Context: an optimization exercise on an open-source flow, tuned for small area and a short achievable clock period. The choices shown serve that exercise and are no tape-out recipe.
The RTL was checked by simulation tests, not by an equivalence proof against the original design.
Power is estimated from default activity; no workload was simulated.

File: design/flow/config.mk
export PLATFORM = sky130hd
export DESIGN_NAME = median_3x3
export DESIGN_NICKNAME = median_3x3
export VERILOG_FILES = /design/flow/design.v
export SDC_FILE = /design/flow/constraint.sdc
export NUM_CORES = 4
export LEC_CHECK = 0
export ABC_AREA = 1
export CAP_MARGIN = 20
export CORE_MARGIN = 2
export CORE_UTILIZATION = 60
export CTS_BUF_LIST = sky130_fd_sc_hd__clkbuf_8
export GPL_TIMING_DRIVEN = 1
export SETUP_SLACK_MARGIN = 3.2
export SLEW_MARGIN = 20
File: design/flow/design.v
module find_min_max(
	input [8 - 1 : 0] a,
	input [8 - 1 : 0] b,
	output [8 - 1 : 0] min,
	output [8 - 1 : 0] max
);
	assign min = (a > b) ? b : a;
	assign max = (a > b) ? a : b;
endmodule
module find_min_mid_max(
	input [8 - 1 : 0] a,
	input [8 - 1 : 0] b,
	input [8 - 1 : 0] c,
	output [8 - 1 : 0] min,
	output [8 - 1 : 0] mid,
	output [8 - 1 : 0] max
);
	wire [8 - 1 : 0] ab_min;
	wire [8 - 1 : 0] ab_max;
	wire [8 - 1 : 0] mid_temp;
	find_min_max u1(.a(a), .b(b), .min(ab_min), .max(ab_max));
	find_min_max u2(.a(ab_max), .b(c), .min(mid_temp), .max(max));
	find_min_max u3(.a(ab_min), .b(mid_temp), .min(min), .max(mid));
endmodule
module median_3x3(
	input clk,
	input [8 - 1 : 0] i_p0, i_p1, i_p2,
	input [8 - 1 : 0] i_p3, i_p4, i_p5,
	input [8 - 1 : 0] i_p6, i_p7, i_p8,
	output reg [8 - 1 : 0] o_median
);
	wire m7_r0_lo = i_p0[7] & i_p1[7] & i_p2[7];
	wire m7_r0_md = (i_p0[7] & i_p1[7]) | (i_p0[7] & i_p2[7]) | (i_p1[7] & i_p2[7]);
	wire m7_r0_hi = i_p0[7] | i_p1[7] | i_p2[7];
	wire m7_r1_lo = i_p3[7] & i_p4[7] & i_p5[7];
	wire m7_r1_md = (i_p3[7] & i_p4[7]) | (i_p3[7] & i_p5[7]) | (i_p4[7] & i_p5[7]);
	wire m7_r1_hi = i_p3[7] | i_p4[7] | i_p5[7];
	wire m7_r2_lo = i_p6[7] & i_p7[7] & i_p8[7];
	wire m7_r2_md = (i_p6[7] & i_p7[7]) | (i_p6[7] & i_p8[7]) | (i_p7[7] & i_p8[7]);
	wire m7_r2_hi = i_p6[7] | i_p7[7] | i_p8[7];
	wire m7_a = m7_r0_lo | m7_r1_lo | m7_r2_lo;
	wire m7_b = (m7_r0_md & m7_r1_md) | (m7_r0_md & m7_r2_md) | (m7_r1_md & m7_r2_md);
	wire m7_c = m7_r0_hi & m7_r1_hi & m7_r2_hi;
	wire m7 = (m7_a & m7_b) | (m7_a & m7_c) | (m7_b & m7_c);
	wire e6_0_0 = i_p0[7] | i_p0[6];
	wire e6_0_1 = (i_p0[6] & i_p0[7]);
	wire e6_1_0 = i_p1[7] | i_p1[6];
	wire e6_1_1 = (i_p1[6] & i_p1[7]);
	wire e6_2_0 = i_p2[7] | i_p2[6];
	wire e6_2_1 = (i_p2[6] & i_p2[7]);
	wire e6_3_0 = i_p3[7] | i_p3[6];
	wire e6_3_1 = (i_p3[6] & i_p3[7]);
	wire e6_4_0 = i_p4[7] | i_p4[6];
	wire e6_4_1 = (i_p4[6] & i_p4[7]);
	wire e6_5_0 = i_p5[7] | i_p5[6];
	wire e6_5_1 = (i_p5[6] & i_p5[7]);
	wire e6_6_0 = i_p6[7] | i_p6[6];
	wire e6_6_1 = (i_p6[6] & i_p6[7]);
	wire e6_7_0 = i_p7[7] | i_p7[6];
	wire e6_7_1 = (i_p7[6] & i_p7[7]);
	wire e6_8_0 = i_p8[7] | i_p8[6];
	wire e6_8_1 = (i_p8[6] & i_p8[7]);
	wire m6_0_r0_lo = e6_0_0 & e6_1_0 & e6_2_0;
	wire m6_0_r0_md = (e6_0_0 & e6_1_0) | (e6_0_0 & e6_2_0) | (e6_1_0 & e6_2_0);
	wire m6_0_r0_hi = e6_0_0 | e6_1_0 | e6_2_0;
	wire m6_0_r1_lo = e6_3_0 & e6_4_0 & e6_5_0;
	wire m6_0_r1_md = (e6_3_0 & e6_4_0) | (e6_3_0 & e6_5_0) | (e6_4_0 & e6_5_0);
	wire m6_0_r1_hi = e6_3_0 | e6_4_0 | e6_5_0;
	wire m6_0_r2_lo = e6_6_0 & e6_7_0 & e6_8_0;
	wire m6_0_r2_md = (e6_6_0 & e6_7_0) | (e6_6_0 & e6_8_0) | (e6_7_0 & e6_8_0);
	wire m6_0_r2_hi = e6_6_0 | e6_7_0 | e6_8_0;
	wire m6_0_a = m6_0_r0_lo | m6_0_r1_lo | m6_0_r2_lo;
	wire m6_0_b = (m6_0_r0_md & m6_0_r1_md) | (m6_0_r0_md & m6_0_r2_md) | (m6_0_r1_md & m6_0_r2_md);
	wire m6_0_c = m6_0_r0_hi & m6_0_r1_hi & m6_0_r2_hi;
	wire m6_0 = (m6_0_a & m6_0_b) | (m6_0_a & m6_0_c) | (m6_0_b & m6_0_c);
	wire m6_1_r0_lo = e6_0_1 & e6_1_1 & e6_2_1;
	wire m6_1_r0_md = (e6_0_1 & e6_1_1) | (e6_0_1 & e6_2_1) | (e6_1_1 & e6_2_1);
	wire m6_1_r0_hi = e6_0_1 | e6_1_1 | e6_2_1;
	wire m6_1_r1_lo = e6_3_1 & e6_4_1 & e6_5_1;
	wire m6_1_r1_md = (e6_3_1 & e6_4_1) | (e6_3_1 & e6_5_1) | (e6_4_1 & e6_5_1);
	wire m6_1_r1_hi = e6_3_1 | e6_4_1 | e6_5_1;
	wire m6_1_r2_lo = e6_6_1 & e6_7_1 & e6_8_1;
	wire m6_1_r2_md = (e6_6_1 & e6_7_1) | (e6_6_1 & e6_8_1) | (e6_7_1 & e6_8_1);
	wire m6_1_r2_hi = e6_6_1 | e6_7_1 | e6_8_1;
	wire m6_1_a = m6_1_r0_lo | m6_1_r1_lo | m6_1_r2_lo;
	wire m6_1_b = (m6_1_r0_md & m6_1_r1_md) | (m6_1_r0_md & m6_1_r2_md) | (m6_1_r1_md & m6_1_r2_md);
	wire m6_1_c = m6_1_r0_hi & m6_1_r1_hi & m6_1_r2_hi;
	wire m6_1 = (m6_1_a & m6_1_b) | (m6_1_a & m6_1_c) | (m6_1_b & m6_1_c);
	wire m6 = ~m7 ? m6_0 : m6_1;
	wire lt7_0 = (~i_p0[7] & m7);
	wire gt7_0 = (i_p0[7] & ~m7);
	wire lt7_1 = (~i_p1[7] & m7);
	wire gt7_1 = (i_p1[7] & ~m7);
	wire lt7_2 = (~i_p2[7] & m7);
	wire gt7_2 = (i_p2[7] & ~m7);
	wire lt7_3 = (~i_p3[7] & m7);
	wire gt7_3 = (i_p3[7] & ~m7);
	wire lt7_4 = (~i_p4[7] & m7);
	wire gt7_4 = (i_p4[7] & ~m7);
	wire lt7_5 = (~i_p5[7] & m7);
	wire gt7_5 = (i_p5[7] & ~m7);
	wire lt7_6 = (~i_p6[7] & m7);
	wire gt7_6 = (i_p6[7] & ~m7);
	wire lt7_7 = (~i_p7[7] & m7);
	wire gt7_7 = (i_p7[7] & ~m7);
	wire lt7_8 = (~i_p8[7] & m7);
	wire gt7_8 = (i_p8[7] & ~m7);
	wire e6_0 = m7 ? e6_0_1 : e6_0_0;
	wire e6_1 = m7 ? e6_1_1 : e6_1_0;
	wire e6_2 = m7 ? e6_2_1 : e6_2_0;
	wire e6_3 = m7 ? e6_3_1 : e6_3_0;
	wire e6_4 = m7 ? e6_4_1 : e6_4_0;
	wire e6_5 = m7 ? e6_5_1 : e6_5_0;
	wire e6_6 = m7 ? e6_6_1 : e6_6_0;
	wire e6_7 = m7 ? e6_7_1 : e6_7_0;
	wire e6_8 = m7 ? e6_8_1 : e6_8_0;
	wire lt6_0 = lt7_0 | (~e6_0 & m6);
	wire gt6_0 = gt7_0 | (e6_0 & ~m6);
	wire lt6_1 = lt7_1 | (~e6_1 & m6);
	wire gt6_1 = gt7_1 | (e6_1 & ~m6);
	wire lt6_2 = lt7_2 | (~e6_2 & m6);
	wire gt6_2 = gt7_2 | (e6_2 & ~m6);
	wire lt6_3 = lt7_3 | (~e6_3 & m6);
	wire gt6_3 = gt7_3 | (e6_3 & ~m6);
	wire lt6_4 = lt7_4 | (~e6_4 & m6);
	wire gt6_4 = gt7_4 | (e6_4 & ~m6);
	wire lt6_5 = lt7_5 | (~e6_5 & m6);
	wire gt6_5 = gt7_5 | (e6_5 & ~m6);
	wire lt6_6 = lt7_6 | (~e6_6 & m6);
	wire gt6_6 = gt7_6 | (e6_6 & ~m6);
	wire lt6_7 = lt7_7 | (~e6_7 & m6);
	wire gt6_7 = gt7_7 | (e6_7 & ~m6);
	wire lt6_8 = lt7_8 | (~e6_8 & m6);
	wire gt6_8 = gt7_8 | (e6_8 & ~m6);
	reg [5:0] s1_p0;
	reg [5:0] s1_p1;
	reg [5:0] s1_p2;
	reg [5:0] s1_p3;
	reg [5:0] s1_p4;
	reg [5:0] s1_p5;
	reg [5:0] s1_p6;
	reg [5:0] s1_p7;
	reg [5:0] s1_p8;
	reg s1_m7;
	reg s1_m6;
	wire m5_r0_lo = s1_p0[5] & s1_p1[5] & s1_p2[5];
	wire m5_r0_md = (s1_p0[5] & s1_p1[5]) | (s1_p0[5] & s1_p2[5]) | (s1_p1[5] & s1_p2[5]);
	wire m5_r0_hi = s1_p0[5] | s1_p1[5] | s1_p2[5];
	wire m5_r1_lo = s1_p3[5] & s1_p4[5] & s1_p5[5];
	wire m5_r1_md = (s1_p3[5] & s1_p4[5]) | (s1_p3[5] & s1_p5[5]) | (s1_p4[5] & s1_p5[5]);
	wire m5_r1_hi = s1_p3[5] | s1_p4[5] | s1_p5[5];
	wire m5_r2_lo = s1_p6[5] & s1_p7[5] & s1_p8[5];
	wire m5_r2_md = (s1_p6[5] & s1_p7[5]) | (s1_p6[5] & s1_p8[5]) | (s1_p7[5] & s1_p8[5]);
	wire m5_r2_hi = s1_p6[5] | s1_p7[5] | s1_p8[5];
	wire m5_a = m5_r0_lo | m5_r1_lo | m5_r2_lo;
	wire m5_b = (m5_r0_md & m5_r1_md) | (m5_r0_md & m5_r2_md) | (m5_r1_md & m5_r2_md);
	wire m5_c = m5_r0_hi & m5_r1_hi & m5_r2_hi;
	wire m5 = (m5_a & m5_b) | (m5_a & m5_c) | (m5_b & m5_c);
	wire e4_0_0 = s1_p0[5] | s1_p0[4];
	wire e4_0_1 = (s1_p0[4] & s1_p0[5]);
	wire e4_1_0 = s1_p1[5] | s1_p1[4];
	wire e4_1_1 = (s1_p1[4] & s1_p1[5]);
	wire e4_2_0 = s1_p2[5] | s1_p2[4];
	wire e4_2_1 = (s1_p2[4] & s1_p2[5]);
	wire e4_3_0 = s1_p3[5] | s1_p3[4];
	wire e4_3_1 = (s1_p3[4] & s1_p3[5]);
	wire e4_4_0 = s1_p4[5] | s1_p4[4];
	wire e4_4_1 = (s1_p4[4] & s1_p4[5]);
	wire e4_5_0 = s1_p5[5] | s1_p5[4];
	wire e4_5_1 = (s1_p5[4] & s1_p5[5]);
	wire e4_6_0 = s1_p6[5] | s1_p6[4];
	wire e4_6_1 = (s1_p6[4] & s1_p6[5]);
	wire e4_7_0 = s1_p7[5] | s1_p7[4];
	wire e4_7_1 = (s1_p7[4] & s1_p7[5]);
	wire e4_8_0 = s1_p8[5] | s1_p8[4];
	wire e4_8_1 = (s1_p8[4] & s1_p8[5]);
	wire m4_0_r0_lo = e4_0_0 & e4_1_0 & e4_2_0;
	wire m4_0_r0_md = (e4_0_0 & e4_1_0) | (e4_0_0 & e4_2_0) | (e4_1_0 & e4_2_0);
	wire m4_0_r0_hi = e4_0_0 | e4_1_0 | e4_2_0;
	wire m4_0_r1_lo = e4_3_0 & e4_4_0 & e4_5_0;
	wire m4_0_r1_md = (e4_3_0 & e4_4_0) | (e4_3_0 & e4_5_0) | (e4_4_0 & e4_5_0);
	wire m4_0_r1_hi = e4_3_0 | e4_4_0 | e4_5_0;
	wire m4_0_r2_lo = e4_6_0 & e4_7_0 & e4_8_0;
	wire m4_0_r2_md = (e4_6_0 & e4_7_0) | (e4_6_0 & e4_8_0) | (e4_7_0 & e4_8_0);
	wire m4_0_r2_hi = e4_6_0 | e4_7_0 | e4_8_0;
	wire m4_0_a = m4_0_r0_lo | m4_0_r1_lo | m4_0_r2_lo;
	wire m4_0_b = (m4_0_r0_md & m4_0_r1_md) | (m4_0_r0_md & m4_0_r2_md) | (m4_0_r1_md & m4_0_r2_md);
	wire m4_0_c = m4_0_r0_hi & m4_0_r1_hi & m4_0_r2_hi;
	wire m4_0 = (m4_0_a & m4_0_b) | (m4_0_a & m4_0_c) | (m4_0_b & m4_0_c);
	wire m4_1_r0_lo = e4_0_1 & e4_1_1 & e4_2_1;
	wire m4_1_r0_md = (e4_0_1 & e4_1_1) | (e4_0_1 & e4_2_1) | (e4_1_1 & e4_2_1);
	wire m4_1_r0_hi = e4_0_1 | e4_1_1 | e4_2_1;
	wire m4_1_r1_lo = e4_3_1 & e4_4_1 & e4_5_1;
	wire m4_1_r1_md = (e4_3_1 & e4_4_1) | (e4_3_1 & e4_5_1) | (e4_4_1 & e4_5_1);
	wire m4_1_r1_hi = e4_3_1 | e4_4_1 | e4_5_1;
	wire m4_1_r2_lo = e4_6_1 & e4_7_1 & e4_8_1;
	wire m4_1_r2_md = (e4_6_1 & e4_7_1) | (e4_6_1 & e4_8_1) | (e4_7_1 & e4_8_1);
	wire m4_1_r2_hi = e4_6_1 | e4_7_1 | e4_8_1;
	wire m4_1_a = m4_1_r0_lo | m4_1_r1_lo | m4_1_r2_lo;
	wire m4_1_b = (m4_1_r0_md & m4_1_r1_md) | (m4_1_r0_md & m4_1_r2_md) | (m4_1_r1_md & m4_1_r2_md);
	wire m4_1_c = m4_1_r0_hi & m4_1_r1_hi & m4_1_r2_hi;
	wire m4_1 = (m4_1_a & m4_1_b) | (m4_1_a & m4_1_c) | (m4_1_b & m4_1_c);
	wire m4 = ~m5 ? m4_0 : m4_1;
	wire lt5_0 = (~s1_p0[5] & m5);
	wire gt5_0 = (s1_p0[5] & ~m5);
	wire lt5_1 = (~s1_p1[5] & m5);
	wire gt5_1 = (s1_p1[5] & ~m5);
	wire lt5_2 = (~s1_p2[5] & m5);
	wire gt5_2 = (s1_p2[5] & ~m5);
	wire lt5_3 = (~s1_p3[5] & m5);
	wire gt5_3 = (s1_p3[5] & ~m5);
	wire lt5_4 = (~s1_p4[5] & m5);
	wire gt5_4 = (s1_p4[5] & ~m5);
	wire lt5_5 = (~s1_p5[5] & m5);
	wire gt5_5 = (s1_p5[5] & ~m5);
	wire lt5_6 = (~s1_p6[5] & m5);
	wire gt5_6 = (s1_p6[5] & ~m5);
	wire lt5_7 = (~s1_p7[5] & m5);
	wire gt5_7 = (s1_p7[5] & ~m5);
	wire lt5_8 = (~s1_p8[5] & m5);
	wire gt5_8 = (s1_p8[5] & ~m5);
	wire e4_0 = m5 ? e4_0_1 : e4_0_0;
	wire e4_1 = m5 ? e4_1_1 : e4_1_0;
	wire e4_2 = m5 ? e4_2_1 : e4_2_0;
	wire e4_3 = m5 ? e4_3_1 : e4_3_0;
	wire e4_4 = m5 ? e4_4_1 : e4_4_0;
	wire e4_5 = m5 ? e4_5_1 : e4_5_0;
	wire e4_6 = m5 ? e4_6_1 : e4_6_0;
	wire e4_7 = m5 ? e4_7_1 : e4_7_0;
	wire e4_8 = m5 ? e4_8_1 : e4_8_0;
	wire e3_0_0 = e4_0 | (s1_p0[3] & ~lt5_0);
	wire e3_0_1 = gt5_0 | ((s1_p0[3] & ~lt5_0) & e4_0);
	wire e3_1_0 = e4_1 | (s1_p1[3] & ~lt5_1);
	wire e3_1_1 = gt5_1 | ((s1_p1[3] & ~lt5_1) & e4_1);
	wire e3_2_0 = e4_2 | (s1_p2[3] & ~lt5_2);
	wire e3_2_1 = gt5_2 | ((s1_p2[3] & ~lt5_2) & e4_2);
	wire e3_3_0 = e4_3 | (s1_p3[3] & ~lt5_3);
	wire e3_3_1 = gt5_3 | ((s1_p3[3] & ~lt5_3) & e4_3);
	wire e3_4_0 = e4_4 | (s1_p4[3] & ~lt5_4);
	wire e3_4_1 = gt5_4 | ((s1_p4[3] & ~lt5_4) & e4_4);
	wire e3_5_0 = e4_5 | (s1_p5[3] & ~lt5_5);
	wire e3_5_1 = gt5_5 | ((s1_p5[3] & ~lt5_5) & e4_5);
	wire e3_6_0 = e4_6 | (s1_p6[3] & ~lt5_6);
	wire e3_6_1 = gt5_6 | ((s1_p6[3] & ~lt5_6) & e4_6);
	wire e3_7_0 = e4_7 | (s1_p7[3] & ~lt5_7);
	wire e3_7_1 = gt5_7 | ((s1_p7[3] & ~lt5_7) & e4_7);
	wire e3_8_0 = e4_8 | (s1_p8[3] & ~lt5_8);
	wire e3_8_1 = gt5_8 | ((s1_p8[3] & ~lt5_8) & e4_8);
	wire m3_0_r0_lo = e3_0_0 & e3_1_0 & e3_2_0;
	wire m3_0_r0_md = (e3_0_0 & e3_1_0) | (e3_0_0 & e3_2_0) | (e3_1_0 & e3_2_0);
	wire m3_0_r0_hi = e3_0_0 | e3_1_0 | e3_2_0;
	wire m3_0_r1_lo = e3_3_0 & e3_4_0 & e3_5_0;
	wire m3_0_r1_md = (e3_3_0 & e3_4_0) | (e3_3_0 & e3_5_0) | (e3_4_0 & e3_5_0);
	wire m3_0_r1_hi = e3_3_0 | e3_4_0 | e3_5_0;
	wire m3_0_r2_lo = e3_6_0 & e3_7_0 & e3_8_0;
	wire m3_0_r2_md = (e3_6_0 & e3_7_0) | (e3_6_0 & e3_8_0) | (e3_7_0 & e3_8_0);
	wire m3_0_r2_hi = e3_6_0 | e3_7_0 | e3_8_0;
	wire m3_0_a = m3_0_r0_lo | m3_0_r1_lo | m3_0_r2_lo;
	wire m3_0_b = (m3_0_r0_md & m3_0_r1_md) | (m3_0_r0_md & m3_0_r2_md) | (m3_0_r1_md & m3_0_r2_md);
	wire m3_0_c = m3_0_r0_hi & m3_0_r1_hi & m3_0_r2_hi;
	wire m3_0 = (m3_0_a & m3_0_b) | (m3_0_a & m3_0_c) | (m3_0_b & m3_0_c);
	wire m3_1_r0_lo = e3_0_1 & e3_1_1 & e3_2_1;
	wire m3_1_r0_md = (e3_0_1 & e3_1_1) | (e3_0_1 & e3_2_1) | (e3_1_1 & e3_2_1);
	wire m3_1_r0_hi = e3_0_1 | e3_1_1 | e3_2_1;
	wire m3_1_r1_lo = e3_3_1 & e3_4_1 & e3_5_1;
	wire m3_1_r1_md = (e3_3_1 & e3_4_1) | (e3_3_1 & e3_5_1) | (e3_4_1 & e3_5_1);
	wire m3_1_r1_hi = e3_3_1 | e3_4_1 | e3_5_1;
	wire m3_1_r2_lo = e3_6_1 & e3_7_1 & e3_8_1;
	wire m3_1_r2_md = (e3_6_1 & e3_7_1) | (e3_6_1 & e3_8_1) | (e3_7_1 & e3_8_1);
	wire m3_1_r2_hi = e3_6_1 | e3_7_1 | e3_8_1;
	wire m3_1_a = m3_1_r0_lo | m3_1_r1_lo | m3_1_r2_lo;
	wire m3_1_b = (m3_1_r0_md & m3_1_r1_md) | (m3_1_r0_md & m3_1_r2_md) | (m3_1_r1_md & m3_1_r2_md);
	wire m3_1_c = m3_1_r0_hi & m3_1_r1_hi & m3_1_r2_hi;
	wire m3_1 = (m3_1_a & m3_1_b) | (m3_1_a & m3_1_c) | (m3_1_b & m3_1_c);
	wire m3 = ~m4 ? m3_0 : m3_1;
	wire lt4_0 = lt5_0 | (~e4_0 & m4);
	wire gt4_0 = gt5_0 | (e4_0 & ~m4);
	wire lt4_1 = lt5_1 | (~e4_1 & m4);
	wire gt4_1 = gt5_1 | (e4_1 & ~m4);
	wire lt4_2 = lt5_2 | (~e4_2 & m4);
	wire gt4_2 = gt5_2 | (e4_2 & ~m4);
	wire lt4_3 = lt5_3 | (~e4_3 & m4);
	wire gt4_3 = gt5_3 | (e4_3 & ~m4);
	wire lt4_4 = lt5_4 | (~e4_4 & m4);
	wire gt4_4 = gt5_4 | (e4_4 & ~m4);
	wire lt4_5 = lt5_5 | (~e4_5 & m4);
	wire gt4_5 = gt5_5 | (e4_5 & ~m4);
	wire lt4_6 = lt5_6 | (~e4_6 & m4);
	wire gt4_6 = gt5_6 | (e4_6 & ~m4);
	wire lt4_7 = lt5_7 | (~e4_7 & m4);
	wire gt4_7 = gt5_7 | (e4_7 & ~m4);
	wire lt4_8 = lt5_8 | (~e4_8 & m4);
	wire gt4_8 = gt5_8 | (e4_8 & ~m4);
	wire e3_0 = m4 ? e3_0_1 : e3_0_0;
	wire e3_1 = m4 ? e3_1_1 : e3_1_0;
	wire e3_2 = m4 ? e3_2_1 : e3_2_0;
	wire e3_3 = m4 ? e3_3_1 : e3_3_0;
	wire e3_4 = m4 ? e3_4_1 : e3_4_0;
	wire e3_5 = m4 ? e3_5_1 : e3_5_0;
	wire e3_6 = m4 ? e3_6_1 : e3_6_0;
	wire e3_7 = m4 ? e3_7_1 : e3_7_0;
	wire e3_8 = m4 ? e3_8_1 : e3_8_0;
	wire lt3_0 = lt4_0 | (~e3_0 & m3);
	wire gt3_0 = gt4_0 | (e3_0 & ~m3);
	wire lt3_1 = lt4_1 | (~e3_1 & m3);
	wire gt3_1 = gt4_1 | (e3_1 & ~m3);
	wire lt3_2 = lt4_2 | (~e3_2 & m3);
	wire gt3_2 = gt4_2 | (e3_2 & ~m3);
	wire lt3_3 = lt4_3 | (~e3_3 & m3);
	wire gt3_3 = gt4_3 | (e3_3 & ~m3);
	wire lt3_4 = lt4_4 | (~e3_4 & m3);
	wire gt3_4 = gt4_4 | (e3_4 & ~m3);
	wire lt3_5 = lt4_5 | (~e3_5 & m3);
	wire gt3_5 = gt4_5 | (e3_5 & ~m3);
	wire lt3_6 = lt4_6 | (~e3_6 & m3);
	wire gt3_6 = gt4_6 | (e3_6 & ~m3);
	wire lt3_7 = lt4_7 | (~e3_7 & m3);
	wire gt3_7 = gt4_7 | (e3_7 & ~m3);
	wire lt3_8 = lt4_8 | (~e3_8 & m3);
	wire gt3_8 = gt4_8 | (e3_8 & ~m3);
	reg [2:0] s2_p0;
	reg [2:0] s2_p1;
	reg [2:0] s2_p2;
	reg [2:0] s2_p3;
	reg [2:0] s2_p4;
	reg [2:0] s2_p5;
	reg [2:0] s2_p6;
	reg [2:0] s2_p7;
	reg [2:0] s2_p8;
	reg s2_m7;
	reg s2_m6;
	reg s2_m5;
	reg s2_m4;
	reg s2_m3;
	wire m2_r0_lo = s2_p0[2] & s2_p1[2] & s2_p2[2];
	wire m2_r0_md = (s2_p0[2] & s2_p1[2]) | (s2_p0[2] & s2_p2[2]) | (s2_p1[2] & s2_p2[2]);
	wire m2_r0_hi = s2_p0[2] | s2_p1[2] | s2_p2[2];
	wire m2_r1_lo = s2_p3[2] & s2_p4[2] & s2_p5[2];
	wire m2_r1_md = (s2_p3[2] & s2_p4[2]) | (s2_p3[2] & s2_p5[2]) | (s2_p4[2] & s2_p5[2]);
	wire m2_r1_hi = s2_p3[2] | s2_p4[2] | s2_p5[2];
	wire m2_r2_lo = s2_p6[2] & s2_p7[2] & s2_p8[2];
	wire m2_r2_md = (s2_p6[2] & s2_p7[2]) | (s2_p6[2] & s2_p8[2]) | (s2_p7[2] & s2_p8[2]);
	wire m2_r2_hi = s2_p6[2] | s2_p7[2] | s2_p8[2];
	wire m2_a = m2_r0_lo | m2_r1_lo | m2_r2_lo;
	wire m2_b = (m2_r0_md & m2_r1_md) | (m2_r0_md & m2_r2_md) | (m2_r1_md & m2_r2_md);
	wire m2_c = m2_r0_hi & m2_r1_hi & m2_r2_hi;
	wire m2 = (m2_a & m2_b) | (m2_a & m2_c) | (m2_b & m2_c);
	wire e1_0_0 = s2_p0[2] | s2_p0[1];
	wire e1_0_1 = (s2_p0[1] & s2_p0[2]);
	wire e1_1_0 = s2_p1[2] | s2_p1[1];
	wire e1_1_1 = (s2_p1[1] & s2_p1[2]);
	wire e1_2_0 = s2_p2[2] | s2_p2[1];
	wire e1_2_1 = (s2_p2[1] & s2_p2[2]);
	wire e1_3_0 = s2_p3[2] | s2_p3[1];
	wire e1_3_1 = (s2_p3[1] & s2_p3[2]);
	wire e1_4_0 = s2_p4[2] | s2_p4[1];
	wire e1_4_1 = (s2_p4[1] & s2_p4[2]);
	wire e1_5_0 = s2_p5[2] | s2_p5[1];
	wire e1_5_1 = (s2_p5[1] & s2_p5[2]);
	wire e1_6_0 = s2_p6[2] | s2_p6[1];
	wire e1_6_1 = (s2_p6[1] & s2_p6[2]);
	wire e1_7_0 = s2_p7[2] | s2_p7[1];
	wire e1_7_1 = (s2_p7[1] & s2_p7[2]);
	wire e1_8_0 = s2_p8[2] | s2_p8[1];
	wire e1_8_1 = (s2_p8[1] & s2_p8[2]);
	wire m1_0_r0_lo = e1_0_0 & e1_1_0 & e1_2_0;
	wire m1_0_r0_md = (e1_0_0 & e1_1_0) | (e1_0_0 & e1_2_0) | (e1_1_0 & e1_2_0);
	wire m1_0_r0_hi = e1_0_0 | e1_1_0 | e1_2_0;
	wire m1_0_r1_lo = e1_3_0 & e1_4_0 & e1_5_0;
	wire m1_0_r1_md = (e1_3_0 & e1_4_0) | (e1_3_0 & e1_5_0) | (e1_4_0 & e1_5_0);
	wire m1_0_r1_hi = e1_3_0 | e1_4_0 | e1_5_0;
	wire m1_0_r2_lo = e1_6_0 & e1_7_0 & e1_8_0;
	wire m1_0_r2_md = (e1_6_0 & e1_7_0) | (e1_6_0 & e1_8_0) | (e1_7_0 & e1_8_0);
	wire m1_0_r2_hi = e1_6_0 | e1_7_0 | e1_8_0;
	wire m1_0_a = m1_0_r0_lo | m1_0_r1_lo | m1_0_r2_lo;
	wire m1_0_b = (m1_0_r0_md & m1_0_r1_md) | (m1_0_r0_md & m1_0_r2_md) | (m1_0_r1_md & m1_0_r2_md);
	wire m1_0_c = m1_0_r0_hi & m1_0_r1_hi & m1_0_r2_hi;
	wire m1_0 = (m1_0_a & m1_0_b) | (m1_0_a & m1_0_c) | (m1_0_b & m1_0_c);
	wire m1_1_r0_lo = e1_0_1 & e1_1_1 & e1_2_1;
	wire m1_1_r0_md = (e1_0_1 & e1_1_1) | (e1_0_1 & e1_2_1) | (e1_1_1 & e1_2_1);
	wire m1_1_r0_hi = e1_0_1 | e1_1_1 | e1_2_1;
	wire m1_1_r1_lo = e1_3_1 & e1_4_1 & e1_5_1;
	wire m1_1_r1_md = (e1_3_1 & e1_4_1) | (e1_3_1 & e1_5_1) | (e1_4_1 & e1_5_1);
	wire m1_1_r1_hi = e1_3_1 | e1_4_1 | e1_5_1;
	wire m1_1_r2_lo = e1_6_1 & e1_7_1 & e1_8_1;
	wire m1_1_r2_md = (e1_6_1 & e1_7_1) | (e1_6_1 & e1_8_1) | (e1_7_1 & e1_8_1);
	wire m1_1_r2_hi = e1_6_1 | e1_7_1 | e1_8_1;
	wire m1_1_a = m1_1_r0_lo | m1_1_r1_lo | m1_1_r2_lo;
	wire m1_1_b = (m1_1_r0_md & m1_1_r1_md) | (m1_1_r0_md & m1_1_r2_md) | (m1_1_r1_md & m1_1_r2_md);
	wire m1_1_c = m1_1_r0_hi & m1_1_r1_hi & m1_1_r2_hi;
	wire m1_1 = (m1_1_a & m1_1_b) | (m1_1_a & m1_1_c) | (m1_1_b & m1_1_c);
	wire m1 = ~m2 ? m1_0 : m1_1;
	wire lt2_0 = (~s2_p0[2] & m2);
	wire gt2_0 = (s2_p0[2] & ~m2);
	wire lt2_1 = (~s2_p1[2] & m2);
	wire gt2_1 = (s2_p1[2] & ~m2);
	wire lt2_2 = (~s2_p2[2] & m2);
	wire gt2_2 = (s2_p2[2] & ~m2);
	wire lt2_3 = (~s2_p3[2] & m2);
	wire gt2_3 = (s2_p3[2] & ~m2);
	wire lt2_4 = (~s2_p4[2] & m2);
	wire gt2_4 = (s2_p4[2] & ~m2);
	wire lt2_5 = (~s2_p5[2] & m2);
	wire gt2_5 = (s2_p5[2] & ~m2);
	wire lt2_6 = (~s2_p6[2] & m2);
	wire gt2_6 = (s2_p6[2] & ~m2);
	wire lt2_7 = (~s2_p7[2] & m2);
	wire gt2_7 = (s2_p7[2] & ~m2);
	wire lt2_8 = (~s2_p8[2] & m2);
	wire gt2_8 = (s2_p8[2] & ~m2);
	wire e1_0 = m2 ? e1_0_1 : e1_0_0;
	wire e1_1 = m2 ? e1_1_1 : e1_1_0;
	wire e1_2 = m2 ? e1_2_1 : e1_2_0;
	wire e1_3 = m2 ? e1_3_1 : e1_3_0;
	wire e1_4 = m2 ? e1_4_1 : e1_4_0;
	wire e1_5 = m2 ? e1_5_1 : e1_5_0;
	wire e1_6 = m2 ? e1_6_1 : e1_6_0;
	wire e1_7 = m2 ? e1_7_1 : e1_7_0;
	wire e1_8 = m2 ? e1_8_1 : e1_8_0;
	wire e0_0_0 = e1_0 | (s2_p0[0] & ~lt2_0);
	wire e0_0_1 = gt2_0 | ((s2_p0[0] & ~lt2_0) & e1_0);
	wire e0_1_0 = e1_1 | (s2_p1[0] & ~lt2_1);
	wire e0_1_1 = gt2_1 | ((s2_p1[0] & ~lt2_1) & e1_1);
	wire e0_2_0 = e1_2 | (s2_p2[0] & ~lt2_2);
	wire e0_2_1 = gt2_2 | ((s2_p2[0] & ~lt2_2) & e1_2);
	wire e0_3_0 = e1_3 | (s2_p3[0] & ~lt2_3);
	wire e0_3_1 = gt2_3 | ((s2_p3[0] & ~lt2_3) & e1_3);
	wire e0_4_0 = e1_4 | (s2_p4[0] & ~lt2_4);
	wire e0_4_1 = gt2_4 | ((s2_p4[0] & ~lt2_4) & e1_4);
	wire e0_5_0 = e1_5 | (s2_p5[0] & ~lt2_5);
	wire e0_5_1 = gt2_5 | ((s2_p5[0] & ~lt2_5) & e1_5);
	wire e0_6_0 = e1_6 | (s2_p6[0] & ~lt2_6);
	wire e0_6_1 = gt2_6 | ((s2_p6[0] & ~lt2_6) & e1_6);
	wire e0_7_0 = e1_7 | (s2_p7[0] & ~lt2_7);
	wire e0_7_1 = gt2_7 | ((s2_p7[0] & ~lt2_7) & e1_7);
	wire e0_8_0 = e1_8 | (s2_p8[0] & ~lt2_8);
	wire e0_8_1 = gt2_8 | ((s2_p8[0] & ~lt2_8) & e1_8);
	wire m0_0_r0_lo = e0_0_0 & e0_1_0 & e0_2_0;
	wire m0_0_r0_md = (e0_0_0 & e0_1_0) | (e0_0_0 & e0_2_0) | (e0_1_0 & e0_2_0);
	wire m0_0_r0_hi = e0_0_0 | e0_1_0 | e0_2_0;
	wire m0_0_r1_lo = e0_3_0 & e0_4_0 & e0_5_0;
	wire m0_0_r1_md = (e0_3_0 & e0_4_0) | (e0_3_0 & e0_5_0) | (e0_4_0 & e0_5_0);
	wire m0_0_r1_hi = e0_3_0 | e0_4_0 | e0_5_0;
	wire m0_0_r2_lo = e0_6_0 & e0_7_0 & e0_8_0;
	wire m0_0_r2_md = (e0_6_0 & e0_7_0) | (e0_6_0 & e0_8_0) | (e0_7_0 & e0_8_0);
	wire m0_0_r2_hi = e0_6_0 | e0_7_0 | e0_8_0;
	wire m0_0_a = m0_0_r0_lo | m0_0_r1_lo | m0_0_r2_lo;
	wire m0_0_b = (m0_0_r0_md & m0_0_r1_md) | (m0_0_r0_md & m0_0_r2_md) | (m0_0_r1_md & m0_0_r2_md);
	wire m0_0_c = m0_0_r0_hi & m0_0_r1_hi & m0_0_r2_hi;
	wire m0_0 = (m0_0_a & m0_0_b) | (m0_0_a & m0_0_c) | (m0_0_b & m0_0_c);
	wire m0_1_r0_lo = e0_0_1 & e0_1_1 & e0_2_1;
	wire m0_1_r0_md = (e0_0_1 & e0_1_1) | (e0_0_1 & e0_2_1) | (e0_1_1 & e0_2_1);
	wire m0_1_r0_hi = e0_0_1 | e0_1_1 | e0_2_1;
	wire m0_1_r1_lo = e0_3_1 & e0_4_1 & e0_5_1;
	wire m0_1_r1_md = (e0_3_1 & e0_4_1) | (e0_3_1 & e0_5_1) | (e0_4_1 & e0_5_1);
	wire m0_1_r1_hi = e0_3_1 | e0_4_1 | e0_5_1;
	wire m0_1_r2_lo = e0_6_1 & e0_7_1 & e0_8_1;
	wire m0_1_r2_md = (e0_6_1 & e0_7_1) | (e0_6_1 & e0_8_1) | (e0_7_1 & e0_8_1);
	wire m0_1_r2_hi = e0_6_1 | e0_7_1 | e0_8_1;
	wire m0_1_a = m0_1_r0_lo | m0_1_r1_lo | m0_1_r2_lo;
	wire m0_1_b = (m0_1_r0_md & m0_1_r1_md) | (m0_1_r0_md & m0_1_r2_md) | (m0_1_r1_md & m0_1_r2_md);
	wire m0_1_c = m0_1_r0_hi & m0_1_r1_hi & m0_1_r2_hi;
	wire m0_1 = (m0_1_a & m0_1_b) | (m0_1_a & m0_1_c) | (m0_1_b & m0_1_c);
	wire m0 = ~m1 ? m0_0 : m0_1;
	wire lt1_0 = lt2_0 | (~e1_0 & m1);
	wire gt1_0 = gt2_0 | (e1_0 & ~m1);
	wire lt1_1 = lt2_1 | (~e1_1 & m1);
	wire gt1_1 = gt2_1 | (e1_1 & ~m1);
	wire lt1_2 = lt2_2 | (~e1_2 & m1);
	wire gt1_2 = gt2_2 | (e1_2 & ~m1);
	wire lt1_3 = lt2_3 | (~e1_3 & m1);
	wire gt1_3 = gt2_3 | (e1_3 & ~m1);
	wire lt1_4 = lt2_4 | (~e1_4 & m1);
	wire gt1_4 = gt2_4 | (e1_4 & ~m1);
	wire lt1_5 = lt2_5 | (~e1_5 & m1);
	wire gt1_5 = gt2_5 | (e1_5 & ~m1);
	wire lt1_6 = lt2_6 | (~e1_6 & m1);
	wire gt1_6 = gt2_6 | (e1_6 & ~m1);
	wire lt1_7 = lt2_7 | (~e1_7 & m1);
	wire gt1_7 = gt2_7 | (e1_7 & ~m1);
	wire lt1_8 = lt2_8 | (~e1_8 & m1);
	wire gt1_8 = gt2_8 | (e1_8 & ~m1);
	wire e0_0 = m1 ? e0_0_1 : e0_0_0;
	wire e0_1 = m1 ? e0_1_1 : e0_1_0;
	wire e0_2 = m1 ? e0_2_1 : e0_2_0;
	wire e0_3 = m1 ? e0_3_1 : e0_3_0;
	wire e0_4 = m1 ? e0_4_1 : e0_4_0;
	wire e0_5 = m1 ? e0_5_1 : e0_5_0;
	wire e0_6 = m1 ? e0_6_1 : e0_6_0;
	wire e0_7 = m1 ? e0_7_1 : e0_7_0;
	wire e0_8 = m1 ? e0_8_1 : e0_8_0;
	always @(posedge clk) begin
		s1_p0 <= {6{gt6_0}} | (i_p0[5:0] & ~{6{lt6_0}});
		s1_p1 <= {6{gt6_1}} | (i_p1[5:0] & ~{6{lt6_1}});
		s1_p2 <= {6{gt6_2}} | (i_p2[5:0] & ~{6{lt6_2}});
		s1_p3 <= {6{gt6_3}} | (i_p3[5:0] & ~{6{lt6_3}});
		s1_p4 <= {6{gt6_4}} | (i_p4[5:0] & ~{6{lt6_4}});
		s1_p5 <= {6{gt6_5}} | (i_p5[5:0] & ~{6{lt6_5}});
		s1_p6 <= {6{gt6_6}} | (i_p6[5:0] & ~{6{lt6_6}});
		s1_p7 <= {6{gt6_7}} | (i_p7[5:0] & ~{6{lt6_7}});
		s1_p8 <= {6{gt6_8}} | (i_p8[5:0] & ~{6{lt6_8}});
		s1_m7 <= m7;
		s1_m6 <= m6;
		s2_p0 <= {3{gt3_0}} | (s1_p0[2:0] & ~{3{lt3_0}});
		s2_p1 <= {3{gt3_1}} | (s1_p1[2:0] & ~{3{lt3_1}});
		s2_p2 <= {3{gt3_2}} | (s1_p2[2:0] & ~{3{lt3_2}});
		s2_p3 <= {3{gt3_3}} | (s1_p3[2:0] & ~{3{lt3_3}});
		s2_p4 <= {3{gt3_4}} | (s1_p4[2:0] & ~{3{lt3_4}});
		s2_p5 <= {3{gt3_5}} | (s1_p5[2:0] & ~{3{lt3_5}});
		s2_p6 <= {3{gt3_6}} | (s1_p6[2:0] & ~{3{lt3_6}});
		s2_p7 <= {3{gt3_7}} | (s1_p7[2:0] & ~{3{lt3_7}});
		s2_p8 <= {3{gt3_8}} | (s1_p8[2:0] & ~{3{lt3_8}});
		s2_m7 <= s1_m7;
		s2_m6 <= s1_m6;
		s2_m5 <= m5;
		s2_m4 <= m4;
		s2_m3 <= m3;
		o_median <= {s2_m7, s2_m6, s2_m5, s2_m4, s2_m3, m2, m1, m0};
	end
endmodule
File: design/flow/flow/run.sh
#!/bin/bash
# The standard layout (the standard.sh, ORFS from synthesis to the final
# layout), with the smallest buffer on the ports instead of ORFS's default
# choice. Each tool's output is in orfs/logs; standard.sh's own output in
# standard.log.
export BUFFER_PORTS_ARGS="-buffer_cell sky130_fd_sc_hd__buf_1"
bash standard.sh > standard.log 2>&1
File: design/flow/constraint.sdc
create_clock -name core_clock -period 6.0 [get_ports {clk}]
set_input_delay 1.2000 -clock core_clock [delete_from_list [all_inputs] [get_ports {clk}]]
set_output_delay 1.2000 -clock core_clock [all_outputs]
set_load 0.01 [all_outputs]
File: design/flow/standard.sh
#!/bin/bash
# synth_recipe.tcl (not shown) runs the flow's synth.tcl, then flattens the netlist and writes it again
# the make line also repeats each setting of config.mk as NAME=value (left out here)
make -C /OpenROAD-flow-scripts/flow DESIGN_CONFIG=/design/flow/config.mk WORK_HOME=/design/flow/orfs CLKGATE_MAP_FILE= SYNTH_SCRIPT=/design/flow/synth_recipe.tcl "${@:-finish}"
==> results of run 1 <==
## worst paths after layout
kind / cells past startpoint / to / slack (ns)
worst max-delay path: 10 / s1_p2[4] / 3.26
worst min-delay path: 0 / o_median[6] / 0.33
worst max register to register: 9 / s2_p7[0] / 3.31
worst min register to register: 0 / o_median[6] / 0.33
## cell families (layout without fill, tap and decap cells)
family / count (synthesis) / in the layout / synth area share [%]
AOI/OAI and AO/OA: 196 / 197 / 18.6
DFF: 96 / 96 / 31.5
adders and majority gates: 8 / 8 / 1.33
buffers and inverters: 184 / 280 / 11.8
and+or+nand+nor: 491 / 495 / 36.8
## routing by layer
layer / routed length [um] / vias to the layer above
li1: - / 3321
met1: 7150 / 2818
met2: 7810 / 229
met3: 1300 / 31
met4: 351 / 0
met5: 0 / -
## cells in the final DEF, fill, tap and decap left out, types with 5 or more instances in the layout
| cell type | synthesis | routed |
|---|---|---|
| nand2_2 | 13 | 20 |
| a21boi_1 | 0 | 6 |
| o22ai_1 | 16 | 14 |
| o21ai_1 | 4 | 19 |
| buf_1 | 1 | 72 |
| clkbuf_8 | 0 | 9 |
| nand2_1 | 265 | 257 |
| nor2_4 | 4 | 6 |
| dfxtp_2 | 0 | 6 |
| inv_1 | 156 | 150 |
| or2_2 | 8 | 7 |
| o21a_1 | 9 | 9 |
| o21ai_2 | 1 | 9 |
| a21oi_1 | 31 | 30 |
| inv_2 | 14 | 20 |
| nor2_2 | 6 | 8 |
| a31oi_1 | 5 | 5 |
| dfxtp_1 | 96 | 87 |
| o21ai_0 | 105 | 81 |
| nand3_1 | 89 | 88 |
| buf_4 | 1 | 11 |
| nor2_1 | 75 | 71 |
| a21boi_0 | 12 | 6 |
| nand2_4 | 13 | 14 |
| nand2_8 | 2 | 6 |
## power groups by stage
stage / sequential, W / combinational (W) / clock, W
global placement: 0.00106 / 0.00247 / 0
CTS: 0.00104 / 0.00256 / 0.000414
finish: 0.00105 / 0.00273 / 0.000410
detailed placement: 0.00106 / 0.00251 / 0
floorplan: 0.000998 / 0.00204 / 0
global route: 0.00108 / 0.00310 / 0.000441
## sequential cells by signal (all words and copies together), names as in the netlist, 6 cells and up
name,flops
s1_p4,6
s1_p1,6
s1_p3,6
s1_p6,6
o_median,8
s1_p2,6
s1_p5,6
s1_p7,6
s1_p0,6
s1_p8,6
## final cells by class
type | count | area, sq um | area share, %
Clock buffer | 9 | 124 | 1.75
Clock inverter | 6 | 60.1 | 0.849
Inverter | 171 | 649 | 9.18
Multi-Input combinational cell | 700 | 3690 | 52.2
Sequential cell | 96 | 1940 | 27.4
Tap cell | 133 | 166 | 2.35
Timing Repair Buffer | 94 | 440 | 6.23
## repair_timing
item	CTS	global route
pin swaps	3	8
setup endpoints to repair	83	83
resized for setup	29	63
setup buffers	9	5
cloned	1	4
## per-stage QoR
step	cells	setup slack, ns	hold slack, ns	area [sq um]
final	1209	3.26	0.335	7070
after global routing	1209	3.17	0.342	7070
after CTS	1200	3.21	0.336	6860
after detailed placement	1175	2.29	0.316	6520
after global placement	1175	2.35	0.312	6520
after floorplan	975	3.20	0.310	6130
==> reports/metrics.yaml, run 1 <==
setup_path:
  r2r_start: "s1_p6[5]"
  crit_family: "adder cells"
  worstPathRequired_ns: 6.26
  cp_slowest_cell: "maj3_2"
  cp_common_cell: "maj3_2"
  arrival_ns: 3.00
  worstPathCellList: "buf_2 -> nand2_2 -> maj3_2 -> maj3_2 -> maj3_2 -> o21ai_4 -> buf_4 -> o21ai_1 -> inv_2 -> o21ai_0"
  critical_path.startpoint_type: "input pin"
  startpoint: "i_p7[7]"
  critPathBufInv: 3
  worstSetupPathType: "input pin to flop"
  cp-end-kind: "flop"
  cp_slowest_stage_delay_ns: 0.35
  crit_fanout: 6
min_path:
  holdCritStartpoint: "s2_m6"
  min_path_type: "flop to flop"
routing:
  vias: 6399
  routedWlPerCell_um: 13.7
  via_per_inst: 5.29
  drtIter0Drc: 496
  first_pass_iters: 5
  post-route-drc-count: 0
  ant_nets: 0
  wirelength_mm: 16.6
sta:
  worstMarginPinSlew_ns: 0.543
  timing.fmax_mhz: 365
  rsz0062_at_grt: "yes"
  fin_crit_sh_pct: 45.6
  fin_skew_ns: 0.00856
  fin_crit_ns: 2.74
  fin_tns_setup_ns: 0
  setup_viol: 0
  finalHoldViolations: 0
  drv_slew: 0
  max-slew-margin-rel_pct: 63.5
grt:
  use_met1_pct: 38.6
  top_usage_layer: "met2"
  grtUsageMet3_pct: 6.74
  grt_util_met2_pct: 50.6
  grt_antenna_before_repair: 0
  grt_start_max_net_pins: 38
  first_global_vias: 5717
  grt.total_usage_pct: 30.1
  grt_pass1_wl_mm: 26.3
  overflow: 0
synth:
  ys_top_cells_by_count: "nand2_1, inv_1, o21ai_0"
  post-synth-top-count-cell: "nand2_1"
  ys_warn_count: 1
  async_flop_share_pct: 0
  synth_seq_cells: 96
  ys.flop_type: "dfxtp_1"
  ys_seq_area_share_pct: 31.5
  synth_edf_count: 0
  ys_types: 45
  synthTopCellsByArea: "dfxtp_1, nand2_1, inv_1"
  syn_nets: 1048
  postSynthCellCount: 975
  synth_top_area_share_pct: 31.5
  netlist_area_sq_mm: 0.00611
  synth_area_per_cell_sq_um: 6.26
  synth_top_cell_by_area: "dfxtp_1"
layout:
  n_antenna_cell: 0
  area_delta_synth_final_pct: 15.8
  nFillCells: 887
  nNetsFinal: 1145
  fin_util_pct: 72.0
  drive_above_1_share_pct: 14.7
floorplan:
  dieArea_sq_mm: 0.0110
  row_count: 36
  io_pins: 81
  die_w_um: 105
  die_h_um: 105
  fp.coreArea_sq_mm: 0.00982
  initial_core_util_pct: 62.2
clock_network:
  path_clk_slew_ns: 0.09
  hold_buffers: 0
  clock_sinks: 96
  htree_levels: 3
  cts_tree: "built"
  clock_path_buffers: 2
  cts_buffers: 9
  clockRootBuffer: "clkbuf_8"
  clk-insertion-delay-late_ns: 0.38
pwr:
  pwr-share-seq_pct: 25.2
  power_leakage_nw: 3.63
  vdd_ir_drop_max_uv: 303
  combPwrFrac_pct: 65.1
  swShare_pct: 52.6
  pwr-share-clk_pct: 9.8
  p_per_area_mw_per_mm2: 593
  p_sw_w: 0.00220
  internal_power_w: 0.00199
  power_w: 0.00419
placement:
  place.gp.congestion: 0.923
  io_buffers: 80
  dp_hpwl_mm: 12.7
job:
  maxCapViolations: 0
status:
  status: "finished clean"
==> inputs of run 2 (changes only) <==
--- a/design/flow/config.mk
+++ b/design/flow/config.mk
@@ -12,4 +12,3 @@
 export CTS_BUF_LIST = sky130_fd_sc_hd__clkbuf_8
-export GPL_TIMING_DRIVEN = 1
-export SETUP_SLACK_MARGIN = 3.2
+export SETUP_SLACK_MARGIN = 3.1
 export SLEW_MARGIN = 20
==> reports/metrics.yaml, run 2 <==
sta:
  holdWs_ns: 0.332
  drv_slew: 0
  worstMarginPinSlew_ns: 0.550
  finalHoldViolations: 0
  worst_slack_ns: 3.13
  fin_crit_ns: 2.87
  setup_viol: 0
  rsz0062_at_grt: "yes"
  fin_tns_setup_ns: 0
  max-slew-margin-rel_pct: 63.0
  fin_crit_sh_pct: 47.9
  fin_skew_ns: 0.00925
  timing.fmax_mhz: 348
placement:
  dp_hpwl_mm: 11.9
  io_buffers: 80
  place.gp.congestion: 0.947
  dpl.cell_count: 1175
  place_ws_ns: 1.98
grt:
  grt.total_usage_pct: 28.7
  grt_start_max_net_pins: 38
  grt_pass1_wl_mm: 25.5
  first_global_vias: 5488
  overflow: 0
  grt_antenna_before_repair: 0
floorplan:
  die_h_um: 105
  die_w_um: 105
  fp.coreArea_sq_mm: 0.00982
  io_pins: 81
  initial_core_util_pct: 62.2
  row_count: 36
  dieArea_sq_mm: 0.0110
pwr:
  combPwrFrac_pct: 63.7
  power_leakage_nw: 3.67
  swShare_pct: 51.1
  pwr-share-clk_pct: 11.6
  vdd_ir_drop_max_uv: 330
  internal_power_w: 0.00206
  p_sw_w: 0.00215
  p_per_area_mw_per_mm2: 593
  pwr-share-seq_pct: 24.7
synth:
  synth_top_cell_by_area: "dfxtp_1"
  ys_top_cells_by_count: "nand2_1, inv_1, o21ai_0"
  synth_seq_cells: 96
  synth_edf_count: 0
  postSynthCellCount: 975
  netlist_area_sq_mm: 0.00611
  post-synth-top-count-cell: "nand2_1"
  ys_seq_area_share_pct: 31.5
  async_flop_share_pct: 0
  syn_nets: 1048
  ys.flop_type: "dfxtp_1"
  synth_area_per_cell_sq_um: 6.26
  synth_top_area_share_pct: 31.5
  ys_types: 45
  ys_warn_count: 1
  synthTopCellsByArea: "dfxtp_1, nand2_1, inv_1"
clock_network:
  htree_levels: 3
  path_clk_slew_ns: 0.08
  clockRootBuffer: "clkbuf_8"
  clock_sinks: 96
  clk-insertion-delay-late_ns: 0.36
  clock_path_buffers: 2
  cts_tree: "built"
  cts_buffers: 9
routing:
  wl_met3_um: 953
  routed.top_layer: "met4"
  drtIter0Drc: 484
  post-route-drc-count: 0
  vias: 6279
  ant_nets: 0
  drt-met1-wl_mm: 7.28
  wirelength_mm: 16.0
  via_per_inst: 5.21
  met2_length_mm: 7.44
  first_pass_iters: 5
  routedWlPerCell_um: 13.2
layout:
  nNetsFinal: 1143
  top_register: "o_median"
  multi_input_area_sq_mm: 0.00363
  final_common_cell: "nand2_1"
  drive_above_1_share_pct: 14.3
  seq_area_sq_mm: 0.00193
  n_antenna_cell: 0
  area_delta_synth_final_pct: 16.1
  nFillCells: 870
  mostFrequentLayoutCells: "nand2_1, inv_1, nand3_1, dfxtp_1, o21ai_0"
  layoutNonFillerInstCount: 1206
  largest_reg_flops: 8
  fin_util_pct: 72.2
setup_path:
  reg2reg_to: "s2_p8[0]"
  worstSetupPathType: "input pin to flop"
  worstPathRequired_ns: 6.23
  critical_path.startpoint_type: "input pin"
  worst-r2r-setup-slack_ns: 3.26
  cp_common_cell: "inv_1"
  r2r_start: "s1_p4[5]"
  reg2regPathDepth: 20
  arrival_ns: 3.11
  cp_slowest_cell: "a221oi_2"
  cp_slowest_stage_delay_ns: 0.27
  worstPathCellList: "clkbuf_4 -> nand2_2 -> inv_1 -> a221oi_2 -> inv_1 -> or2_4 -> nand2_8 -> clkinvlp_4 -> o21ai_4 -> buf_12 -> nand2_1 -> o21ai_2 -> o21ai_0"
  crit_fanout: 8
  cp-end-kind: "flop"
min_path:
  min_path_cells: 0
  holdCritStartpoint: "s2_m3"
  hold_end: "o_median[3]"
  min_path_type: "flop to flop"
job:
  maxCapViolations: 0
status:
  status: "finished clean"
run 2: worst max path at each step:
stage | from | end | slack [ns] | depth (start not counted)
global placement | i_p1[7] | s1_p2[0] | 2.10 | 12
global route | i_p6[7] | s1_p6[5] | 3.01 | 14
floorplan | i_p7[6] | s1_p6[0] | 3.11 | 9
CTS | i_p8[7] | s1_p7[0] | 3.10 | 11
detailed placement | i_p0[7] | s1_p1[4] | 1.98 | 12
finish | i_p6[7] | s1_p1[4] | 3.13 | 13
run 2: through the flow:
step	cell area [sq um]	power, W
2_1_floorplan	6120	0.00304
3_5_place_dp	6510	0.00355
4_1_cts	6890	0.00408
5_1_grt	7090	0.00464
3_3_place_gp	6510	0.00352
6_report	7090	0.00421
run 2: per-layer routing:
metal  up-vias  GRT usage [%]
li1       3307              -
met1      2739           38.6
met2       208           48.9
met3        25           2.93
met4         0           7.62
met5         -              0
run 2: cells by family after synthesis:
family,count (synthesis),share of synthesized area (%)
DFF,96,31.5
adders and majority gates,8,1.33
and+or+nand+nor,491,36.8
buffers and inverters,184,11.8
AOI/OAI and AO/OA,196,18.6
run 2: layout make-up:
cell class / count / area share, %
clock buffers: 9 / 1.75
clock inverters: 5 / 1.39
inverters: 171 / 9.14
multi-input cells: 696 / 51.1
flip-flops and latches: 96 / 27.2
well taps: 133 / 2.35
repair buffers: 96 / 7.01
run 2: power groups by stage:
stage | Sequential, W | Combinational [W] | Clock, W
detailed placement | 0.00105 | 0.00251 | 0
global route | 0.00106 | 0.00306 | 0.000519
CTS | 0.00103 | 0.00256 | 0.000494
finish | 0.00104 | 0.00268 | 0.000489
global placement | 0.00104 | 0.00248 | 0
floorplan | 0.000998 | 0.00204 | 0
run 2: worst max-delay path, delay by kind of cell:
family          cells  cell delay (ns)
buf+inv             5             0.57
compound gates      4             0.81
simple gates        4             0.49
run 2: timing repair:
item	CTS	global route
gates resized for setup	31	61
pin swaps	2	6
hold buffers	0	0
setup endpoints to repair	82	82
gates cloned	0	2
buffers inserted	9	6
==> inputs of run 3 (changes only) <==
--- a/design/flow/config.mk
+++ b/design/flow/config.mk
@@ -12,3 +12,3 @@
 export CTS_BUF_LIST = sky130_fd_sc_hd__clkbuf_8
-export SETUP_SLACK_MARGIN = 3.1
+export SETUP_SLACK_MARGIN = 3.25
 export SLEW_MARGIN = 20
==> reports/metrics.yaml, run 3 <==
floorplan:
  row_count: 36
  dieArea_sq_mm: 0.0110
  io_pins: 81
  die_w_um: 105
  die_h_um: 105
  fp.coreArea_sq_mm: 0.00982
  initial_core_util_pct: 62.2
setup_path:
  cp_common_cell: "nand2_4"
  worstPathCellList: "or2_2 -> nor2_1 -> a21oi_1 -> maj3_2 -> o21ai_2 -> nand2_4 -> o21ai_0 -> inv_1 -> nand2_4 -> nand3_1 -> nand2_1"
  worstSetupPathType: "flop to flop"
  crit_fanout: 10
  cp-end-kind: "flop"
  crit_family: "simple AND/OR/NAND/NOR gates"
  cp_slowest_stage_delay_ns: 0.41
  critPathBufInv: 1
  cp_slowest_cell: "o21ai_0"
  worstPathRequired_ns: 6.31
  critical_path.startpoint_type: "flop"
  arrival_ns: 3.02
clock_network:
  clock_path_buffers: 2
  hold_buffers: 0
  clockRootBuffer: "clkbuf_8"
  htree_levels: 3
  clk-insertion-delay-late_ns: 0.37
  clock_sinks: 96
  cts_tree: "built"
  cts_buffers: 9
  path_clk_slew_ns: 0.10
layout:
  final_area_sq_mm: 0.00721
  area_delta_synth_final_pct: 18.1
  mostFrequentLayoutCells: "nand2_1, inv_1, dfxtp_1"
  largest_reg_flops: 8
  drive_above_1_share_pct: 16.1
  n_antenna_cell: 0
  nNetsFinal: 1142
  top_register: "o_median"
  final_common_cell: "nand2_1"
placement:
  place.gp.congestion: 0.929
  io_buffers: 80
  dp_hpwl_mm: 12.2
  placed_area_sq_mm: 0.00656
synth:
  synthTopCellsByArea: "dfxtp_1, nand2_1, inv_1"
  ys_seq_area_share_pct: 31.5
  synthMuxAreaShare_pct: 0
  synth_xor_area_share_pct: 0
  synth-compound-area-share_pct: 18.6
  async_flop_share_pct: 0
  postSynthCellCount: 975
  synth_top_family_by_area: "simple AND/OR/NAND/NOR gates"
  synth_area_per_cell_sq_um: 6.26
  synth_top_area_share_pct: 31.5
  ys_warn_count: 1
  synth_edf_count: 0
  ys_types: 45
  synth_seq_cells: 96
  syn_nets: 1048
  synth_top_cell_by_area: "dfxtp_1"
  synthAdderAreaFrac_pct: 1.33
  ys.flop_type: "dfxtp_1"
  netlist_area_sq_mm: 0.00611
  synthSimpleGateAreaFrac_pct: 36.8
  post-synth-top-count-cell: "nand2_1"
  ys_top_cells_by_count: "nand2_1, inv_1, o21ai_0"
pwr:
  power_leakage_nw: 3.68
  pwr-share-seq_pct: 24.8
  p_per_area_mw_per_mm2: 587
  swShare_pct: 53.0
  pwr-share-clk_pct: 9.9
  vdd_ir_drop_max_uv: 244
  combPwrFrac_pct: 65.3
  internal_power_w: 0.00199
  p_sw_w: 0.00224
status:
  status: "finished clean"
routing:
  first_pass_iters: 7
  drtIter0Drc: 469
  via_per_inst: 5.26
  routedWlPerCell_um: 13.7
  vias: 6343
  ant_nets: 0
  post-route-drc-count: 0
  wirelength_mm: 16.5
sta:
  rsz0062_at_grt: "yes"
  fin_tns_setup_ns: 0
  fin_crit_sh_pct: 45.2
  worstMarginPinSlew_ns: 0.654
  drv_slew: 0
  fin_skew_ns: 0.0106
  setup_viol: 0
  max-slew-margin-rel_pct: 56.4
  fin_crit_ns: 2.71
  finalHoldViolations: 0
  timing.fmax_mhz: 369
min_path:
  min_path_type: "flop to flop"
grt:
  grt_antenna_before_repair: 0
  grt.total_usage_pct: 29.0
  grt_start_max_net_pins: 38
  overflow: 0
  first_global_vias: 5568
  grt_pass1_wl_mm: 25.7
job:
  maxCapViolations: 0
[run 3: cell counts after synthesis]
Identical to the previous run, type by type.
[run 3: kinds of logic (layout without fill, tap and decap cells)]
family,count (synthesis),after routing
DFF,96,96
AOI/OAI and AO/OA,196,196
and+or+nand+nor,491,496
adders and majority gates,8,8
buffers and inverters,184,278
[run 3: repair_timing]
action	CTS	global route
resized for setup	47	98
buffers inserted	7	4
pin swaps	4	9
setup endpoints to repair	83	83
cloned	0	5
[run 3: final cells by class]
| cell class | count | area, sq um |
|---|---|---|
| multi-input combinational | 700 | 3800 |
| inverter | 171 | 649 |
| timing repair buffer | 91 | 454 |
| fill | 902 | 2610 |
| clock inverter | 7 | 72.6 |
| clock buffer | 9 | 124 |
| tap | 133 | 166 |
| sequential | 96 | 1940 |
[run 3: power groups by stage]
stage	registers, W	logic [W]	clock network, W
2_1_floorplan	0.000998	0.00204	0
3_3_place_gp	0.00105	0.00247	0
3_5_place_dp	0.00105	0.00251	0
4_1_cts	0.00104	0.00257	0.000420
5_1_grt	0.00108	0.00311	0.000455
6_report	0.00105	0.00277	0.000420
[run 3: path summary, 6_finish.rpt]
check	from	to	slack, ns	cells past startpoint
worst max-delay path	s1_p4[5]	s2_p6[0]	3.29	11
worst min-delay path	s2_m7	o_median[7]	0.33	0
worst max register to register	s1_p4[5]	s2_p6[0]	3.29	11
worst min register to register	s2_m7	o_median[7]	0.33	0
[run 3: per-layer routing]
| layer | track usage [%] | part of all wire (%) | up-vias |
|---|---|---|---|
| li1 | - | - | 3304 |
| met1 | 39.1 | 45 | 2763 |
| met2 | 48.0 | 46 | 249 |
| met3 | 3.87 | 6.6 | 27 |
| met4 | 9.43 | 2.2 | 0 |
| met5 | 0 | 0 | - |
[run 3: metrics by stage]
step	instances	power (W)	hold slack (ns)	worst slack [ns]	util, %
2_1_floorplan	975	0.00304	0.310	3.22	-
3_3_place_gp	1175	0.00352	0.311	2.38	66.8
3_5_place_dp	1175	0.00356	0.312	2.32	66.8
4_1_cts	1198	0.00403	0.321	3.26	70.6
5_1_grt	1207	0.00464	0.319	3.18	73.4
6_report	1207	0.00424	0.330	3.29	73.4
==> inputs of run 4 (changes only) <==
--- a/design/flow/config.mk
+++ b/design/flow/config.mk
@@ -12,3 +12,3 @@
 export CTS_BUF_LIST = sky130_fd_sc_hd__clkbuf_8
-export SETUP_SLACK_MARGIN = 3.25
+export SETUP_SLACK_MARGIN = 3.15
 export SLEW_MARGIN = 20
==> reports/metrics.yaml, run 4 <==
clock_network:
  path_clk_slew_ns: 0.09
  hold_buffers: 0
  clk-insertion-delay-late_ns: 0.38
  clockRootBuffer: "clkbuf_8"
  cts_buffers: 9
  clock_path_buffers: 2
  cts_tree: "built"
  clock_sinks: 96
  htree_levels: 3
grt:
  grt_pass1_wl_mm: 25.7
  grt_start_max_net_pins: 23
  grt_antenna_before_repair: 0
  overflow: 0
  grt.total_usage_pct: 29.1
  first_global_vias: 5526
floorplan:
  initial_core_util_pct: 62.2
  die_w_um: 105
  row_count: 36
  die_h_um: 105
  dieArea_sq_mm: 0.0110
  fp.coreArea_sq_mm: 0.00982
  io_pins: 81
sta:
  finalHoldViolations: 0
  timing.fmax_mhz: 359
  max-slew-margin-rel_pct: 64.7
  fin_tns_setup_ns: 0
  fin_skew_ns: 0.00887
  fin_crit_sh_pct: 46.4
  fin_crit_ns: 2.78
  setup_viol: 0
  worstMarginPinSlew_ns: 0.524
  rsz0062_at_grt: "yes"
  drv_slew: 0
pwr:
  pwr-share-seq_pct: 25.0
  vdd_ir_drop_max_uv: 233
  p_per_area_mw_per_mm2: 588
  p_sw_w: 0.00220
  internal_power_w: 0.00197
  power_w: 0.00417
  pwr-share-clk_pct: 9.4
  combPwrFrac_pct: 65.6
  swShare_pct: 52.8
  power_leakage_nw: 3.65
layout:
  final_area_sq_mm: 0.00709
  n_antenna_cell: 0
  top_register: "o_median"
  nFillCells: 878
  drive_above_1_share_pct: 14.7
  nNetsFinal: 1147
  final_common_cell: "nand2_1"
  area_delta_synth_final_pct: 16.1
  mostFrequentLayoutCells: "nand2_1, inv_1, o21ai_0"
  largest_reg_flops: 8
synth:
  synth_top_area_share_pct: 31.5
  async_flop_share_pct: 0
  post-synth-top-count-cell: "nand2_1"
  syn_nets: 1048
  synthTopCellsByArea: "dfxtp_1, nand2_1, inv_1"
  netlist_area_sq_mm: 0.00611
  synth_area_per_cell_sq_um: 6.26
  synth_top_cell_by_area: "dfxtp_1"
  ys_types: 45
  ys.flop_type: "dfxtp_1"
  synth_edf_count: 0
  ys_warn_count: 1
  ys_seq_area_share_pct: 31.5
  postSynthCellCount: 975
  ys_top_cells_by_count: "nand2_1, inv_1, o21ai_0"
  synth_seq_cells: 96
setup_path:
  cp-end-kind: "flop"
  critical_path.startpoint_type: "input pin"
  arrival_ns: 3.04
  worstPathRequired_ns: 6.26
  crit_fanout: 7
  worstSetupPathType: "input pin to flop"
placement:
  dp_hpwl_mm: 11.8
  placed_area_sq_mm: 0.00652
  place.gp.congestion: 0.915
  io_buffers: 80
job:
  maxCapViolations: 0
routing:
  post-route-drc-count: 0
  first_pass_iters: 7
  ant_nets: 0
  wirelength_mm: 16.0
  routedWlPerCell_um: 13.2
  via_per_inst: 5.21
  vias: 6309
  drtIter0Drc: 525
status:
  status: "finished clean"
min_path:
  min_path_type: "flop to flop"
## run 4: cell counts after synthesis
No cell type changed its count.
## run 4: logic make-up after synthesis
| logic type | share of synthesized area, % |
|---|---|
| AOI/OAI and AO/OA | 18.6 |
| adders and majority gates | 1.33 |
| buffers and inverters | 11.8 |
| DFF | 31.5 |
| and+or+nand+nor | 36.8 |
## run 4: worst max-delay path: stages
cell	delay, ns
clkbuf_4	0.17
nand2_2	0.09
maj3_2	0.31
maj3_1	0.33
maj3_2	0.33
o21ai_4	0.11
buf_4	0.16
nand2_1	0.09
o21ai_4	0.13
o21ai_0	0.12
## run 4: power groups by stage
| stage | registers, W | logic [W] | clock network [W] |
|---|---|---|---|
| finish | 0.00104 | 0.00273 | 0.000393 |
| global route | 0.00107 | 0.00310 | 0.000423 |
| CTS | 0.00103 | 0.00258 | 0.000392 |
| detailed placement | 0.00105 | 0.00251 | 0 |
| global placement | 0.00104 | 0.00247 | 0 |
| floorplan | 0.000998 | 0.00204 | 0 |
## run 4: final timing paths
path                 start     endpoint  slack (ns)  cells after the start
hold reg to reg      s2_m3  o_median[3]        0.33                      0
setup reg to reg  s1_p1[5]     s2_p8[1]        3.29                     13
setup / recovery   i_p8[7]     s1_p1[5]        3.22                     10
hold / removal       s2_m3  o_median[3]        0.33                      0
## run 4: stage by stage
stage / util, % / cells / hold slack (ns) / setup WS (ns)
floorplan: - / 975 / 0.310 / 3.16
global placement: 66.4 / 1175 / 0.310 / 2.28
CTS: 69.8 / 1202 / 0.335 / 3.16
global route: 72.2 / 1211 / 0.348 / 3.09
finish: 72.2 / 1211 / 0.333 / 3.22
detailed placement: 66.4 / 1175 / 0.314 / 2.14
## run 4: layout make-up
cell class              instances  area (sq um)  area share [%]
well taps                     133           166            2.35
multi-input cells             699          3690            52.1
clock buffers                  10           138            1.94
repair buffers                 97           473            6.67
flip-flops and latches         96          1940            27.3
inverters                     171           648            9.14
clock inverters                 5          33.8           0.476
## run 4: routing by layer
metal  GRT usage [%]  up-vias  wire length, um
li1                -     3325                -
met1            38.8     2711             7230
met2            48.9      248             7430
met3            4.93       25             1050
met4            7.24        0              292
met5               0        -                0
## run 4: what timing repair did
| action | 4_1_cts | 5_1_grt |
|---|---|---|
| pin swaps | 4 | 9 |
| gates cloned | 1 | 3 |
| setup buffers | 11 | 6 |
| endpoints found under the setup margin | 82 | 82 |
| resized for setup | 28 | 52 |

==> separate check: timing with driven ports <==
How much do the figures lean on ideal ports? The routed layouts below were timed once more, with nothing changed but the port constraints. Step 1 sets driving cells, clkbuf_16 on the clock port and buf_2 on the other inputs (assumed; they add their load-dependent delay and slew). Step 2, shift: input delay + t, output delay - t, t = (earliest + latest rising clock arrival at the registers) / 2. This alone moves slack from input paths to output paths. Three values: ideal ports, drivers, drivers and shift; two values: the first two.
run | t, ns | slack for setup (ns) | cell pins on the clock port's net
run 1 | 0.411 | 3.262 / 3.274 / 2.863 | 1
run 2 | 0.393 | 3.127 / 3.142 / 2.749 | 1
run 3 | 0.401 | 3.289 / 3.289 / 2.909 | 1
run 4 | 0.406 | 3.217 / 3.230 / 2.823 | 1
After both steps setup and hold are still met in every run listed. For run 1, which loses most, drivers alone change the setup slack by +0.012 ns; drivers and shift together by -0.399 ns.
